What follows belongs to an exercise in optimizing a design on an open flow for small area and a short achievable clock period; a production flow would make more cautious choices.
No functional check of the RTL was part of any run shown here.
Power figures rest on the tool's default switching activity, not on a simulated workload.

==> flow/design.v (outline; a module is shown in full before it is edited, if it fits) <==
// module multiplier_pipelined: 3283 lines
// module mul_fa: 4 lines
// module mul_aoi: 3 lines
// module mul_oai: 3 lines
// module mul_nand: 3 lines
// module mul_nor: 3 lines
// module mul_inv: 3 lines
// module mul_ha: 4 lines
module multiplier_pipelined(
    input clk,
    input logic[31:0] a,
    input logic[31:0] b,
    output logic[63:0] r
);
  // ...
==> flow/run.sh <==
#!/bin/bash
# synth_recipe.tcl (not shown) runs the flow's synth.tcl, then flattens the netlist and writes it again
# the make line also repeats each setting of config.mk as NAME=value (left out here)
make -C /OpenROAD-flow-scripts/flow DESIGN_CONFIG=/design/flow/config.mk WORK_HOME=/design/flow/orfs CLKGATE_MAP_FILE= SYNTH_SCRIPT=/design/flow/synth_recipe.tcl finish
==> flow/config.mk <==
export PLATFORM = sky130hd
export DESIGN_NAME = multiplier_pipelined
export DESIGN_NICKNAME = multiplier_pipelined
export VERILOG_FILES = /design/flow/design.v
export SDC_FILE = /design/flow/constraint.sdc
export NUM_CORES = 4
export LEC_CHECK = 0
export CAP_MARGIN = 20
export CORE_MARGIN = 2
export CORE_UTILIZATION = 40
export SETUP_SLACK_MARGIN = 3.2
export SLEW_MARGIN = 20
export SYNTH_HIERARCHICAL = 1
==> flow/constraint.sdc <==
create_clock -name core_clock -period 7.5 [get_ports {clk}]
set_input_delay 1.5000 -clock core_clock [delete_from_list [all_inputs] [get_ports {clk}]]
set_output_delay 1.5000 -clock core_clock [all_outputs]
set_load 0.01 [all_outputs]
==> implementation parameters, run 1 <==
Parameter                              Value

Clock network
  Max clock buf depth    3
  Number of H-tree branching levels    1

Finish
  Multi-input combinational area share    a little under three quarters
  Inverters excl. clock    100
  Count of plain and timing-repair buffers in the layout    243
  Non-clock buffers, area share    6.55%
  Fraction of area in registers    14.4%
  Final Util    46.2%
  Reg area    4730 µm²
  Number of antenna cells inserted    1
  Fill cell count    6678

Setup path
  Register-to-Register Path Depth    9
  Launching instance or port of the critical path    x_q[18]
  Type of element capturing the critical path    output pin

Run status
  Run status    finished clean

Drt
  Number of remaining DRC errors    0
  Amount of wire on met3 after detailed routing    about 17 mm
  Mean routed wirelength per cell    29.8 µm

STA
  Final Hold Violating Endpoints    0
  Setup-violating endpoint count in the final report    0
  Post-route clock skew    around 25 ps
  Timing-limited maximum frequency    227 MHz
  Worst max-slew margin expressed relative to the limit    35.5%
  Final setup margin    around 3100 ps

Floorplanning
  Placement Rows    98
  Width of the die    272 µm

Global route
  GRT met1 Usage    40.5%
  Pin count of the biggest net entering global routing    35

Min path
  Worst min path class    reg2reg

Pwr
  P_comb    13.4 mW
  Portion of total power attributed to combinational logic    around four fifths

Synth
  Fraction of synthesized cell area taken by the top area cell type    between 10% and 20%
  Basic-gate share of the synthesized area counting and, or, nand and nor cells    6.13%
  Main flop type after synthesis    dfxtp_1
==> run 2, diff against run 1 <==
==> flow/flow/run.sh (new file) <==
#!/bin/bash
# The standard layout (the standard.sh, unchanged synthesis and steps), except that the
# input and output ports are buffered with sky130_fd_sc_hd__buf_2 cells rather than the cell
# buffer_ports picks by default (clkdlybuf4s50_1, a slow delay cell). Every port still gets a buffer.
set -euo pipefail
export BUFFER_PORTS_ARGS="-buffer_cell sky130_fd_sc_hd__buf_2"
bash standard.sh > standard_flow.log 2>&1
==> flow/standard.sh (new file) <==
#!/bin/bash
# synth_recipe.tcl (not shown) runs the flow's synth.tcl, then flattens the netlist and writes it again
# the make line also repeats each setting of config.mk as NAME=value (left out here)
make -C /OpenROAD-flow-scripts/flow DESIGN_CONFIG=/design/flow/config.mk WORK_HOME=/design/flow/orfs CLKGATE_MAP_FILE= SYNTH_SCRIPT=/design/flow/synth_recipe.tcl "${@:-finish}"
removed: flow/run.sh
==> implementation parameters, run 2 <==
Parameter                              Value

Global route
  Initial antenna violation count    3
  GRT met1 Usage    42.5% (+2.0 points)
  GR Layer Usage met3    10.0%
  Pin count of the biggest net entering global routing    37 (+5.7%)
  First-pass GRT wire length    ~170 mm
  Global-route met2 utilization    46.2%
  Total gr overflow    0
  Busiest grt layer    met2
  Global-route total usage across every layer    31.1%
  Vias in the first global route    25900

Synth
  Count of flip-flops with a built-in enable after synthesis    0
  Main flop type after synthesis    dfxtp_1
  Ranking of synthesized cells by instance count    383 x xnor2_1, 311 x clkbuf_1, 302 x a221oi_1, 302 x a22o_1, 271 x fa_1
  Synth warn    54
  Syn Area/Cell    slightly above 9 µm²
  Number of distinct standard cells referenced by the synthesized netlist    61
  Register bit count reported by yosys    approximately 230
  Most common cell in the netlist    xnor2_1
  Fraction of synthesized cell area taken by the top area cell type    18.9% (unchanged)
  Async set or reset register ratio after synthesis    0%
  Synthesized instance count    3132
  Library cell with the largest summed area after synthesis    fa_1
  Largest cells by area after synthesis    fa_1 19%, dfxtp_1 16%, xnor2_1 12%
  Mapped Area    28700 µm²
  Part of the Yosys area used for sequential elements    ~16%

STA
  Setup TNS    0 ps
  Minimum period implied by the final worst setup slack    about 4300 ps
  Final-layout worst hold slack    914 ps
  Worst max-slew margin expressed relative to the limit    31.1% (-4.4 points)
  Slew at the pin closest to its max-slew limit    1030 ps
  Setup-violating endpoint count in the final report    0 (unchanged)
  Unrepaired setup endpoints after global routing    true
  Post-route clock skew    20.5 ps (-4.01 ps)
  Period utilisation layout    57.9%
  Final setup margin    3150 ps (+65.6 ps)
  Final Hold Violating Endpoints    0 (unchanged)
  Timing-limited maximum frequency    230 MHz (+1.5%)
  Final Slew Violations    0

Drt
  Vias post-DR    26500
  Mean routed wirelength per cell    30.0 µm (+0.88%)
  Routed vias/inst    about 6.7
  Post-route antenna net violation count    0
  Final WL    between 100 and 150 mm
  Number of remaining DRC errors    0 (unchanged)
  Number of detailed-route iterations in the first pass    8
  Initial DRC Count    3557

Finish
  Area of all placed cells without fillers    31100 µm²
  Area Overhead vs Synth    8.25%
  Share of post-route cells with drive strength above 1    approximately a fifth
  Commonest non-fill, non-tap cell in the layout    xnor2_1
  Final non-filler cell total    3967
  Final net count    3509
  Commonest non-fill, non-tap cells in the layout    382 x xnor2_1, 302 x a22o_1, 286 x a221oi_1
  Final Util    43.6% (-2.6 points)
  Largest registers    x_q x47, y_q x47, a3_q x34

Place
  Placed wire-length estimate    84.6 mm
  Placed cell area    29600 µm²
  Worst slack after detailed placement    a little under 3000 ps
  Routability Congestion    0.978
  Total placed cells including tap cells    3917
  Port Buf Inserts    about 130

Pwr
  Portion of total power attributed to combinational logic    76.5% (-1.8 points)
  Portion of total power attributed to sequential cells    14.8%
  Areal power density over the cells    around 500 nW/µm²
  IR drop worst, VDD    between 200 and 300 µV
  Portion of total power attributed to the clock network    8.7%
  Power spent charging and discharging nets    8.04 mW
  Power Internal    7.45 mW
  Power after layout    between 15 and 20 mW
  Switching share of total power    51.9%
  LEAKAGE    11.5 nW

Setup path
  Slowest stage cell on the critical path    ha_1
  Type of element capturing the critical path    output pin
  Worst path max stage delay    370 ps
  Largest driver fanout on the critical path    4
  Worst endpoint data arrival time    approximately 2900 ps
  Series of cell instances along the critical path    ha_1 > a21oi_2 > o21ai_2 > a21oi_2 > o21ai_2 > a21oi_2 > buf_4 > xnor2_1 > buf_2
  Data required time of the worst path    6000 ps
  Category of the most critical setup path    reg2out
  Most frequent CP cell    a21oi_2
  CP Launch Type    register

Floorplanning
  Die ar.    73900 µm²
  Placement Rows    98 (unchanged)
  Die height    272 µm
  Core footprint    71200 µm²
  Initial core utilization    about two fifths
  Ports    129
  Width of the die    272 µm (unchanged)

Job
  Max-cap violations    0

Clock network
  Number of CTS-inserted buffers    26
  Number of sinks driven by the clock tree    approximately 230
  TritonCTS clock tree    done
  Clock Latency Late Sink    ~580 ps
  CTS Hold Buffers Added    0
  Root Buffer Master    clkbuf_16
  Number of H-tree branching levels    1 (unchanged)
  Clock transition at the registers of the reported paths    60 ps
  Max clock buf depth    3 (unchanged)

Min path
  Worst min path class    reg2reg

Run status
  Run status    finished clean
run 2: cell counts after synthesis:
Identical to the previous run, type by type.
run 2: power by group through the flow:
stage               registers (mW)  logic [mW]  clock network [mW]
finish                        2.29        11.9                1.35
global route                  2.30        13.2                1.42
CTS                           2.25        11.7                1.38
detailed placement            2.27        11.4                   0
global placement              2.27        11.3                   0
floorplan                     1.98        8.31                   0
run 2: area by class of cell:
type / instances / area [µm²]
clock inverter: 14 / 174
antenna: 1 / 2.50
timing repair buffer: 216 / 1340
tap: 950 / 1190
sequential: 231 / 4690
inverter: 100 / 375
multi-input combinational: 2421 / 22600
fill: 6951 / 40200
clock buffer: 34 / 722
run 2: modules after synthesis (local to each module, per instance):
| module | flip-flops and latches | times used | cells inside |
|---|---|---|---|
| mul_inv | 0 | 20 | 1 |
| mul_fa | 0 | 270 | 1 |
| mul_aoi | 0 | 151 | 1 |
| multiplier_pipelined | 231 | 1 | 2307 |
| mul_nor | 0 | 89 | 1 |
| mul_ha | 0 | 45 | 1 |
| mul_nand | 0 | 125 | 1 |
| mul_oai | 0 | 125 | 1 |
run 2: cell families after synthesis:
logic type	count (synthesis)	share of synthesized area (%)
buffers and inverters	486	7.01
adders and majority gates	448	26.6
AOI/OAI and AO/OA	1118	31.0
xor gates and xnor gates	429	13.1
DFF	231	16.1
other	1	0.0131
and+or+nand+nor	419	6.13
run 2: critical path: cells and delay by family (launching register included):
| family | cells | cell delay (ps) |
|---|---|---|
| AOI/OAI and AO/OA | 5 | 1100 |
| buffers and inverters | 2 | 360 |
| DFF | 1 | 300 |
| xor gates and xnor gates | 1 | 140 |
| adders and majority gates | 1 | 370 |
run 2: per-layer routing:
metal	part of all wire (%)	vias up
met2	41	1918
met1	41	13000
met4	4.2	2
li1	-	11100
met3	14	393
met5	0.0092	-
run 2: path summary, 6_finish.rpt:
| check | to | startpoint | slack [ps] | depth (start not counted) |
|---|---|---|---|---|
| worst max-delay path | r[31] | x_q[1] | 3150 | 9 |
| worst min-delay path | lo_q[0] | neg_q[0] | 910 | 2 |
| worst max register to register | y_q[15] | a3_q[26] | 3160 | 9 |
| worst min register to register | lo_q[0] | neg_q[0] | 910 | 2 |
run 2: timing repair:
| action | in CTS | in global routing |
|---|---|---|
| buffers inserted | 1 | 0 |
| endpoints found under the setup margin | 46 | 39 |
| gates resized for setup | 63 | 104 |
| pin swaps | 0 | 5 |

re-timing with driven ports:
In the flow no input, the clock included, has a driving cell. The finished layouts below were timed again as built, in two steps. Step 1 sets driving cells, clkbuf_16 on the clock port and buf_2 on the other inputs (assumed; they add their load-dependent delay and slew). Step 2 adds t to the input delays and takes it off the output delays; t is the mean of the earliest and latest rising clock arrival at the registers after step 1. Input paths then give back, and output paths get back, about the clock's delay inside the block. a / b / c = ideal / step 1 / step 2; a / b = the first two.
run | t, ns | setup WS [ns] | worst setup path after step 2
run 1 | 0.626 | 3.089 / 3.029 / 3.034 | input to register
run 2 | 0.632 | 3.154 / 3.094 / 3.155 | register to register
After both steps setup and hold are still met in every run listed. The setup slack of run 1, which loses most, moves by -0.060 ns with the drivers and by -0.055 ns with both steps.
